This is an optimization exercise on Yosys and OpenROAD, whose aim is small area, not a production implementation.
The RTL was checked by simulation tests, not by an equivalence proof against the original design.
No activity file was given, so power comes from the tool's default toggle rates.

File: flow/config.mk
export PLATFORM = sky130hd
export DESIGN_NAME = basys3
export DESIGN_NICKNAME = basys3
export VERILOG_FILES = /design/flow/design.v
export SDC_FILE = /design/flow/constraint.sdc
export NUM_CORES = 4
export LEC_CHECK = 0
export CAP_MARGIN = 20
export CORE_MARGIN = 2
export CORE_UTILIZATION = 40
export SLEW_MARGIN = 20
File: flow/constraint.sdc
create_clock -name core_clock -period 10.0 [get_ports {clk}]
set_input_delay 2.0000 -clock core_clock [delete_from_list [all_inputs] [get_ports {clk}]]
set_output_delay 2.0000 -clock core_clock [all_outputs]
set_load 0.01 [all_outputs]
File: flow/design.v
module encoder16to4 (
    input  [15:0] in,
    output [3:0] out
    );
    assign out = (in[15]) ? 4'd15 :
                 (in[14]) ? 4'd14 :
                 (in[13]) ? 4'd13 :
                 (in[12]) ? 4'd12 :
                 (in[11]) ? 4'd11 :
                 (in[10]) ? 4'd10 :
                 (in[9])  ? 4'd9  :
                 (in[8])  ? 4'd8  :
                 (in[7])  ? 4'd7  :
                 (in[6])  ? 4'd6  :
                 (in[5])  ? 4'd5  :
                 (in[4])  ? 4'd4  :
                 (in[3])  ? 4'd3  :
                 (in[2])  ? 4'd2  :
                 (in[1])  ? 4'd1  :
                 (in[0])  ? 4'd0  : 4'd0;
endmodule
`timescale 1ns / 1ps
module inputs(
    input clk,
    input rst,
    input [15:0] sw,
    output reg [15:0] sw_posedge
    );
    reg [1:0] shift_reg [15:0];   
    reg [15:0] sw_debounced;
    reg [15:0] sw_debounced_prev;
    integer i;
    always @(posedge clk) begin
        if (rst) begin
            for (i = 0; i < 16; i = i + 1)
                shift_reg[i] <= 2'b00;
            sw_debounced <= 16'h0000;
            sw_debounced_prev <= 16'h0000;
            sw_posedge <= 16'h0000;
        end
        else begin
        shift_reg[0]  <= {shift_reg[0][0], sw[0]};
        shift_reg[1]  <= {shift_reg[1][0], sw[1]};
        shift_reg[2]  <= {shift_reg[2][0], sw[2]};
        shift_reg[3]  <= {shift_reg[3][0], sw[3]};
        shift_reg[4]  <= {shift_reg[4][0], sw[4]};
        shift_reg[5]  <= {shift_reg[5][0], sw[5]};
        shift_reg[6]  <= {shift_reg[6][0], sw[6]};
        shift_reg[7]  <= {shift_reg[7][0], sw[7]};
        shift_reg[8]  <= {shift_reg[8][0], sw[8]};
        shift_reg[9]  <= {shift_reg[9][0], sw[9]};
        shift_reg[10] <= {shift_reg[10][0], sw[10]};
        shift_reg[11] <= {shift_reg[11][0], sw[11]};
        shift_reg[12] <= {shift_reg[12][0], sw[12]};
        shift_reg[13] <= {shift_reg[13][0], sw[13]};
        shift_reg[14] <= {shift_reg[14][0], sw[14]};
        shift_reg[15] <= {shift_reg[15][0], sw[15]};
        sw_debounced[0]  <= (shift_reg[0]  == 2'b11) ? 1 : (shift_reg[0]  == 2'b00) ? 0 : sw_debounced[0];
        sw_debounced[1]  <= (shift_reg[1]  == 2'b11) ? 1 : (shift_reg[1]  == 2'b00) ? 0 : sw_debounced[1];
        sw_debounced[2]  <= (shift_reg[2]  == 2'b11) ? 1 : (shift_reg[2]  == 2'b00) ? 0 : sw_debounced[2];
        sw_debounced[3]  <= (shift_reg[3]  == 2'b11) ? 1 : (shift_reg[3]  == 2'b00) ? 0 : sw_debounced[3];
        sw_debounced[4]  <= (shift_reg[4]  == 2'b11) ? 1 : (shift_reg[4]  == 2'b00) ? 0 : sw_debounced[4];
        sw_debounced[5]  <= (shift_reg[5]  == 2'b11) ? 1 : (shift_reg[5]  == 2'b00) ? 0 : sw_debounced[5];
        sw_debounced[6]  <= (shift_reg[6]  == 2'b11) ? 1 : (shift_reg[6]  == 2'b00) ? 0 : sw_debounced[6];
        sw_debounced[7]  <= (shift_reg[7]  == 2'b11) ? 1 : (shift_reg[7]  == 2'b00) ? 0 : sw_debounced[7];
        sw_debounced[8]  <= (shift_reg[8]  == 2'b11) ? 1 : (shift_reg[8]  == 2'b00) ? 0 : sw_debounced[8];
        sw_debounced[9]  <= (shift_reg[9]  == 2'b11) ? 1 : (shift_reg[9]  == 2'b00) ? 0 : sw_debounced[9];
        sw_debounced[10] <= (shift_reg[10] == 2'b11) ? 1 : (shift_reg[10] == 2'b00) ? 0 : sw_debounced[10];
        sw_debounced[11] <= (shift_reg[11] == 2'b11) ? 1 : (shift_reg[11] == 2'b00) ? 0 : sw_debounced[11];
        sw_debounced[12] <= (shift_reg[12] == 2'b11) ? 1 : (shift_reg[12] == 2'b00) ? 0 : sw_debounced[12];
        sw_debounced[13] <= (shift_reg[13] == 2'b11) ? 1 : (shift_reg[13] == 2'b00) ? 0 : sw_debounced[13];
        sw_debounced[14] <= (shift_reg[14] == 2'b11) ? 1 : (shift_reg[14] == 2'b00) ? 0 : sw_debounced[14];
        sw_debounced[15] <= (shift_reg[15] == 2'b11) ? 1 : (shift_reg[15] == 2'b00) ? 0 : sw_debounced[15];
        sw_posedge <= sw_debounced & ~sw_debounced_prev;
        sw_debounced_prev <= sw_debounced;
        end
    end
endmodule
`timescale 1ns / 1ps
module clock(
    input clk,
    input rst,
    input reset,
    output reg clk_display,
    output reg clk_blink
    );
    reg [31:0] countDisplay;
    reg [31:0] countBlink;
    parameter DIV_DISPLAY  = 98;       
    parameter DIV_BLINK   = 48_828;   
    always @(posedge clk) begin
        if (rst || reset) begin
            countDisplay <= 0;
            clk_display  <= 0;
        end else begin
            if (countDisplay == DIV_DISPLAY - 1) begin
                countDisplay <= 0;
                clk_display <= 1;
            end else begin
                countDisplay <= countDisplay + 1;
                clk_display <= 0;
            end
        end
    end
    always @(posedge clk) begin
        if (rst || reset) begin
            countBlink <= 0;
            clk_blink  <= 0;
        end else begin
            if (countBlink == DIV_BLINK - 1) begin
                countBlink <= 0;
                clk_blink <= 1;
            end else begin
                countBlink <= countBlink + 1;
                clk_blink <= 0;
            end
        end
    end
endmodule
`timescale 1ns / 1ps
module counter(
    input clk,
    input rst,
    input reset,
    input inc_counter,
    output [3:0] w_ones,
    output [3:0] w_high_score
    );
    reg [3:0] ones;
    reg [3:0] high_score;
    always @(posedge clk) begin
        if (rst) begin
            ones <= 1;
            high_score <= 1;
        end
        else begin
        if (reset) begin
            ones <= 1;   
        end
        if (inc_counter) begin
            if (ones == 8)
                ones <= 1;
            else
                ones <= ones + 1;
        end
        if (ones > high_score) begin
            high_score <= ones;
        end
        end
    end
    assign w_ones = ones;
    assign w_high_score = high_score;
endmodule
`timescale 1ns / 1ps
module seq_gen(
    input clk,
    input rst,
    input clk_blink,
    input reset,
    input start_seq,
    input[3:0] level,
    output[15:0] led
    );
    reg[3:0] index;   
    reg[15:0] led_reg;
    reg playing_seq;
    function [31:0] sequences;
        input [3:0] lvl;
        case (lvl)
            4'd0: sequences = 32'h00000009;
            4'd1: sequences = 32'h000000a2;
            4'd2: sequences = 32'h00000f65;
            4'd3: sequences = 32'h000084a6;
            4'd4: sequences = 32'h000cc027;
            4'd5: sequences = 32'h0014b91a;
            4'd6: sequences = 32'h082ba092;
            4'd7: sequences = 32'h849ea746;
            default: sequences = 32'h00000000;
        endcase
    endfunction
    always @(posedge clk) begin
        if (rst) begin
            index <= 0;
            led_reg <= 0;
            playing_seq <= 0;
        end
        else if (reset) begin
            index <= 0;
            led_reg <= 0;
        end
        else if (start_seq) begin
            playing_seq <= 1;
        end
        else if (clk_blink && playing_seq) begin
            led_reg <= 0;
            if (index > level) begin
                playing_seq <= 0;
                index <= 0;
            end
            else begin
                led_reg[(sequences(level) >> (index * 4)) & 4'hF] <= 1'b1;
                index <= index + 1;
            end
        end
    end
    assign led = led_reg;
endmodule
module player_seq(
    input clk,
    input rst,
    input restart,
    input[15:0] sw,
    input [3:0] level,
    output reg correct,
    output reg incorrect
    );
    reg[3:0] index;  
    reg[31:0] player_input;
    wire[3:0] encoded_sw;
    function [31:0] sequences;
        input [3:0] lvl;
        case (lvl)
            4'd0: sequences = 32'h00000009;
            4'd1: sequences = 32'h000000a2;
            4'd2: sequences = 32'h00000f65;
            4'd3: sequences = 32'h000084a6;
            4'd4: sequences = 32'h000cc027;
            4'd5: sequences = 32'h0014b91a;
            4'd6: sequences = 32'h082ba092;
            4'd7: sequences = 32'h849ea746;
            default: sequences = 32'h00000000;
        endcase
    endfunction
    encoder16to4 encoder_(
        .in (sw),
        .out (encoded_sw)
    );
    always @(posedge clk) begin
        if (rst) begin
            player_input <= 32'h00000000;
            index <= 0;
            correct <= 0;
            incorrect <= 0;
        end
        else begin
        if (restart) begin
            player_input <= 32'h00000000;
            index <= 0;
        end
        else if (index > level) begin
            player_input <= 32'h00000000;
            index <= 0;
            correct <= ((player_input >> (32 - 4*(level+1))) == sequences(level));
            incorrect <= ((player_input >> (32 - 4*(level+1))) != sequences(level));
        end
        else if (sw) begin
            player_input <= (encoded_sw << 28) | (player_input >> 4);
            index <= index + 1;
        end
        if (correct) begin
            correct <= 0;
        end
        if (incorrect) begin
            incorrect <= 0;
        end
        end
    end
endmodule
module tone_generator(
    input clk,
    input rst,
    input correct,
    input incorrect,
    output sound
    );
    parameter DIV_CORRECT = (1 << 5);      
    parameter DIV_INCORRECT = (1 << 8);    
    parameter DIV_PLAYSOUND = 24_414;      
    reg [32:0] sound_counter;
    reg [32:0] play_counter;
    reg play_enable;
    reg sound_enable;
    reg sound_sel;   
    always @(posedge clk) begin
        if (rst) begin
            sound_counter <= 0;
            play_counter <= 0;
            play_enable <= 0;
            sound_enable <= 0;
            sound_sel <= 0;
        end
        else begin
        if (correct) begin
            play_enable <= 1;
            sound_sel <= 1;
        end
        if (incorrect) begin
            play_enable <= 1;
            sound_sel <= 0;
        end
        if (play_counter == DIV_PLAYSOUND - 1) begin
            play_counter <= 0;
            play_enable <= 0;
            sound_counter <= 0;
            sound_enable <= 0;
        end
        if (play_enable) begin
            if (sound_sel) begin
                if (sound_counter == DIV_CORRECT - 1) begin
                    sound_enable <= ~sound_enable;
                    sound_counter <= 0;
                end
                else begin
                    sound_counter <= sound_counter + 1;
                end
            end
            else begin
                if (sound_counter == DIV_INCORRECT - 1) begin
                    sound_enable <= ~sound_enable;
                    sound_counter <= 0;
                end
                else begin
                    sound_counter <= sound_counter + 1;
                end
            end
            play_counter <= play_counter + 1;
        end
        else begin
            sound_counter <= 0;
            play_counter <= 0;
        end
        end
    end
    assign sound = (play_enable & sound_enable);
endmodule
`timescale 1ns / 1ps
`timescale 1ns / 1ps
module seg7_control(
    input clk,
    input rst,
    input clk_display,
    input reset,
    input [3:0] ones,
    output reg [0:6] seg,        
    output reg [3:0] digit       
    );
    parameter CLEAR = 7'b111_1111;   
    parameter ZERO  = 7'b000_0001;   
    parameter ONE   = 7'b100_1111;   
    parameter TWO   = 7'b001_0010;   
    parameter THREE = 7'b000_0110;   
    parameter FOUR  = 7'b100_1100;   
    parameter FIVE  = 7'b010_0100;   
    parameter SIX   = 7'b010_0000;   
    parameter SEVEN = 7'b000_1111;   
    parameter EIGHT = 7'b000_0000;   
    parameter NINE  = 7'b000_0100;   
    parameter L     = 7'b111_0001;
    parameter V     = 7'b100_0001;
    reg [1:0] digit_select;      
    always @(posedge clk) begin
        if(rst || reset) begin
            digit_select <= 0;
        end
        else if (clk_display)
            digit_select <=  digit_select + 1;
    end
    always @(digit_select) begin
        case(digit_select) 
            2'b00 : digit = 4'b1110;    
            2'b01 : digit = 4'b1101;    
            2'b10 : digit = 4'b1011;    
            2'b11 : digit = 4'b0111;    
        endcase
    end
    always @*
        case(digit_select)
            2'b00 : begin        
                case(ones)
                    4'b0000 : seg = ZERO;
                    4'b0001 : seg = ONE;
                    4'b0010 : seg = TWO;
                    4'b0011 : seg = THREE;
                    4'b0100 : seg = FOUR;
                    4'b0101 : seg = FIVE;
                    4'b0110 : seg = SIX;
                    4'b0111 : seg = SEVEN;
                    4'b1000 : seg = EIGHT;
                    4'b1001 : seg = NINE;
                    default : seg = CLEAR;
                endcase
            end
            2'b01 : begin        
                seg = L;
            end
            2'b10 : begin        
                seg = V;
            end
            2'b11 : begin        
                seg = L;
            end
        endcase
endmodule
`timescale 1ns / 1ps
`timescale 1ns / 1ps
module seg7_2_control(
    input [3:0] ones,
    output reg [0:6] seg        
    );
    parameter CLEAR = 7'b111_1111;    
    parameter ZERO  = ~7'b000_0001;   
    parameter ONE   = ~7'b100_1111;   
    parameter TWO   = ~7'b001_0010;   
    parameter THREE = ~7'b000_0110;   
    parameter FOUR  = ~7'b100_1100;   
    parameter FIVE  = ~7'b010_0100;   
    parameter SIX   = ~7'b010_0000;   
    parameter SEVEN = ~7'b000_1111;   
    parameter EIGHT = ~7'b000_0000;   
    parameter NINE  = ~7'b000_0100;   
    always @*
        case(ones)
            4'b0000 : seg = ZERO;
            4'b0001 : seg = ONE;
            4'b0010 : seg = TWO;
            4'b0011 : seg = THREE;
            4'b0100 : seg = FOUR;
            4'b0101 : seg = FIVE;
            4'b0110 : seg = SIX;
            4'b0111 : seg = SEVEN;
            4'b1000 : seg = EIGHT;
            4'b1001 : seg = NINE;
            default : seg = ~CLEAR;
        endcase
endmodule
`timescale 1ns / 1ps
module basys3(
    input clk,
    input rst,
    input [15:0] sw,
    input btn0,
    output [15:0] led,
    output [0:6] seg,
    output [3:0] digit,
    output sound,
    output [0:6] seg2,
    output seg2_sel
    );
    wire [15:0] sw_posedge;
    wire w_display;
    wire w_blink;
    wire [3:0] w_ones;
    wire [3:0] level;
    wire [3:0] w_high_score;
    reg start_seq;
    wire restart_input;
    wire reset_game;
    wire next_level;
    assign level = w_ones - 1;
    assign restart_input = btn0;
    always @(posedge clk) begin
        if (rst) begin
            start_seq <= 1;
        end
        else begin
            if (reset_game || next_level) begin
                start_seq <= 1;
            end
            if (start_seq) begin
                start_seq <= 0;
            end
        end
    end
    inputs inputs_(
        .clk (clk),
        .rst (rst),
        .sw (sw),
        .sw_posedge (sw_posedge)
    );
    clock clock_(
        .clk (clk),
        .rst (rst),
        .reset (reset_game),
        .clk_display (w_display),
        .clk_blink (w_blink)
    );
    seq_gen seq_gen_(
        .clk (clk),
        .rst (rst),
        .clk_blink (w_blink),
        .reset (reset_game),
        .start_seq (start_seq),
        .level (level),
        .led (led)
    );
    player_seq player_seq_(
        .clk (clk),
        .rst (rst),
        .restart (restart_input),
        .sw (sw_posedge),
        .level (level),
        .correct (next_level),
        .incorrect (reset_game)
    );
    tone_generator buzzer(
      .clk (clk),
      .rst (rst),
      .correct (next_level),
      .incorrect (reset_game),
      .sound (sound)
    );
    counter counter_ (
        .clk            (clk),
        .rst            (rst),
        .reset          (reset_game),
        .inc_counter    (next_level),
        .w_ones         (w_ones),
        .w_high_score   (w_high_score)
    );
    seg7_control seg7_(
        .clk (clk),
        .rst (rst),
        .clk_display (w_display),
        .reset (reset_game),
        .ones (w_ones),
        .seg (seg),
        .digit (digit)
    );
    seg7_2_control seg7_2(
        .ones (w_high_score),
        .seg (seg2)
    );
    assign seg2_sel = 0;
endmodule
File: flow/run.sh
#!/bin/bash
# synth_recipe.tcl (not shown) runs the flow's synth.tcl, then flattens the netlist and writes it again
# the make line also repeats each setting of config.mk as NAME=value (left out here)
make -C /OpenROAD-flow-scripts/flow DESIGN_CONFIG=/design/flow/config.mk WORK_HOME=/design/flow/orfs CLKGATE_MAP_FILE= SYNTH_SCRIPT=/design/flow/synth_recipe.tcl finish
==> qor.txt <==
Area contributors post-synth: dfxtp_1 41%, ha_1 5.9%, nor2_1 5.2%
CTS Hold Buffers Added: 0
Final Cell Area: 16620 um2
Final Hold Fails: 0
Clock Skews: 0.01790 ns
Crit Path Class: flop to flop
CTS tree: yes
DRT Pass-1 Iters: 5
Data required, critical path: 10.46 ns
Hpwl dp: 23.84 mm
First-pass GRT wire length: 56.68 mm
Clk pin slew, worst setup/hold paths: 0.06 ns
Setup TNS: 0 ns
PwrDens: 149.4 nW/um2
Cell with the most instances after synthesis: dfxtp_1
Cell leakage power: 5.943 nW
Postcts setup bufs: 0
Routed length per instance: 15.29 um
GRT Total Usage: 17.96%
Non-filler instance count after layout: 2214
Worst vdd ir: 0.1135 mV
CTS Buffer Depth: 3
Rows: 70
# DRC: 0
Die X: 195.3 um
Number of synthesized flops with an enable pin: 0
Worst EP arrival: 6.38 ns
Port bufs: 53
GR met1 Demand/Resource: 24.73%
Post-synthesis cell type with the largest combined area: dfxtp_1
Global route overflow: 0
CTS buffer count: 35
Sequential fraction of design power: 48.8%
Post-Syn Instances: 1698
Die Footprint: 38130 um2
RSZ-0062 raised after global routing: false
Final setup fails: 0
Total number of vias: 11760
H-tree lvl count: 2
Reg area: 5987 um2
Most frequent cells after synthesis: 299 x dfxtp_1, 204 x nor2_1, 169 x nand2_1
Placed Area: 15480 um2
Slew margin rel.: 46.80%
Layout cell share with drive strength beyond 1: 6.529%
Initial Utilization: 40.27%
Detailed Route WL: 33.85 mm
Cell internal pwr: 0.001947 W
Vias in the first global route: 11140
Core area: 36350 um2
Tcrit/Tclk final: 59.23%
Hold slack: 0.3803 ns
Layout area overhead: 13.53%
NetSw: 0.0005351 W
Placer Congestion: 0.8872
Synthesis Warnings: 10
Clock Power Share: 48.8%
Post-synthesis sequential area ratio: 40.90%
Busiest grt layer: met2
Unique masters post-synth: 89
Syn Area/Cell: 8.619 um2
Largest registers: buzzer.play_counter x33, buzzer.sound_counter x33
Top cell type's share of synthesized area: 40.90%
Max_cap viols: 0
Fmax achieved: 168.8 MHz
Asr flop ratio synth: 0%
Clock latency (worst-skew pair): 0.53 ns
Sw frac: 21.56%
Status: timing/DRC/antenna clean
Crit end category: flop
DP Cell Count: 2152
Slew Limit Fails: 0
Antenna violations before repair: 0
Hold crit path type: flop to flop
Startpoint Class: flop
Crit path time final: 5.923 ns
Met3 Track Usage GR: 3.074%
# resized after CTS: 0
Via/cell ratio: 5.309
Num Clock Sinks: 299
# diodes: 0
Critical-path maximum fanout: 55
Ports: 55
Setup ws final: 4.077 ns
Worst Max-Slew Pin Slew: 0.7980 ns
Top_reg_cell synth: dfxtp_1
Footprint of the multi-input gates: 8122 um2
Root Buffer: clkbuf_16
Synthesized Nets: 1786
Iter 0 DRT Violations: 556
Comb power frac: 2.4%
Pin count of the biggest net entering global routing: 64
Met2 usage: 29.14%
Fill count: 3571
DP Worst Slack: 4.140 ns
Nets: 1810
Mapped Area: 14640 um2
#FFs+latches synth: 299
Antenna Nets Post-Route: 0
Die Span Y: 195.3 um
## cell type report
| cell class | instances | area share (%) |
|---|---|---|
| inverters | 53 | 1.197 |
| clock inverters | 6 | 0.4443 |
| multi-input cells | 1270 | 48.88 |
| repair buffers | 63 | 3.660 |
| well taps | 468 | 3.524 |
| flip-flops and latches | 299 | 36.03 |
| clock buffers | 55 | 6.265 |
## stage by stage
| step | utilization, % | total power [W] |
|---|---|---|
| 5_1_grt | 45.71 | 0.002583 |
| 3_5_place_dp | 42.60 | 0.001297 |
| 6_report | 45.71 | 0.002482 |
| 2_1_floorplan | - | 0.001277 |
| 4_1_cts | 45.67 | 0.002524 |
| 3_3_place_gp | 42.59 | 0.001296 |
## metal layers
metal	wire length, um	up-vias
met5	0	-
met4	653	0
met3	1491	46
met2	15290	197
met1	16410	5519
li1	-	5993
## placed cells by master (no fill, tap or decap), types with 14 or more instances in the layout
cell type	synthesis	layout
nand2b_1	14	14
or3_1	39	39
o21ai_0	69	69
clkdlybuf4s50_1	0	52
and3_1	21	21
ha_1	69	69
nand2_1	169	167
clkbuf_16	0	35
xor2_1	64	64
dfxtp_1	299	298
nor2_1	204	204
nor4_1	23	23
nor2b_1	76	76
nand3_1	64	64
nand4_1	35	35
xnor2_1	42	42
a21oi_1	101	101
mux2i_1	43	43
nor3_1	29	29
inv_1	51	51
## worst max-delay path: stages, from the launching register on
cell       delay, ns
dfxtp_2         0.31
buf_4           0.52
inv_2           0.38
ha_1            0.37
inv_1           0.21
ha_1            0.70
buf_4           0.43
inv_1           0.20
ha_1            0.32
nor4_2          0.53
nand3_1         0.20
mux2i_4         0.25
o21ai_2         0.20
o311ai_0        0.41
o2111ai_1       0.23
a2111oi_2       0.33
and4_1          0.25
## path summary, 6_finish.rpt
kind | cells past startpoint | slack [ns] | from | to
max reg2reg | 16 | 4.08 | counter_.ones[0] | player_seq_.correct
max | 16 | 4.08 | counter_.ones[0] | player_seq_.correct
min | 1 | 0.38 | inputs_.sw_debounced_prev[9] | inputs_.sw_posedge[9]
min reg2reg | 1 | 0.38 | inputs_.sw_debounced_prev[9] | inputs_.sw_posedge[9]
## power groups by stage
| stage | registers [W] | logic, W | clock network (W) |
|---|---|---|---|
| after floorplan | 0.00123 | 0.0000434 | 0 |
| after detailed placement | 0.00124 | 0.0000606 | 0 |
| final | 0.00121 | 0.0000606 | 0.00121 |
| after global routing | 0.00121 | 0.0000693 | 0.00130 |
| after global placement | 0.00124 | 0.0000602 | 0 |
| after CTS | 0.00121 | 0.0000611 | 0.00125 |
## cells by family (layout without fill, tap and decap cells)
logic type	Yosys count	after routing	synth area share, %
AOI/OAI and AO/OA	290	290	12.69
xor gates and xnor gates	107	107	6.455
adders and majority gates	69	69	5.899
buffers and inverters	129	177	3.668
DFF	299	299	40.90
muxes	65	65	5.326
other	1	1	0.02562
and+or+nand+nor	738	738	25.04

-- re-timing with driven ports --
How much do the figures lean on ideal ports? The routed layout below was timed once more, with nothing changed but the port constraints. Step 1 assumes that a clkbuf_16 drives the clock port and a buf_2 every other input. Step 2, shift: input delay + t, output delay - t, t = (earliest + latest rising clock arrival at the registers) / 2. This alone moves slack from input paths to output paths. a / b / c = ideal / step 1 / step 2; a / b = the first two.
t (ns): 0.569
setup WS [ns]: 4.077 / 4.077 / 4.077
worst setup path at the end: register to register
worst slew at a driven data input, ns: 0.04
After both steps this run still meets setup and hold. The setup slack of this run moves by 0.000 ns with the drivers and by 0.000 ns with both steps.
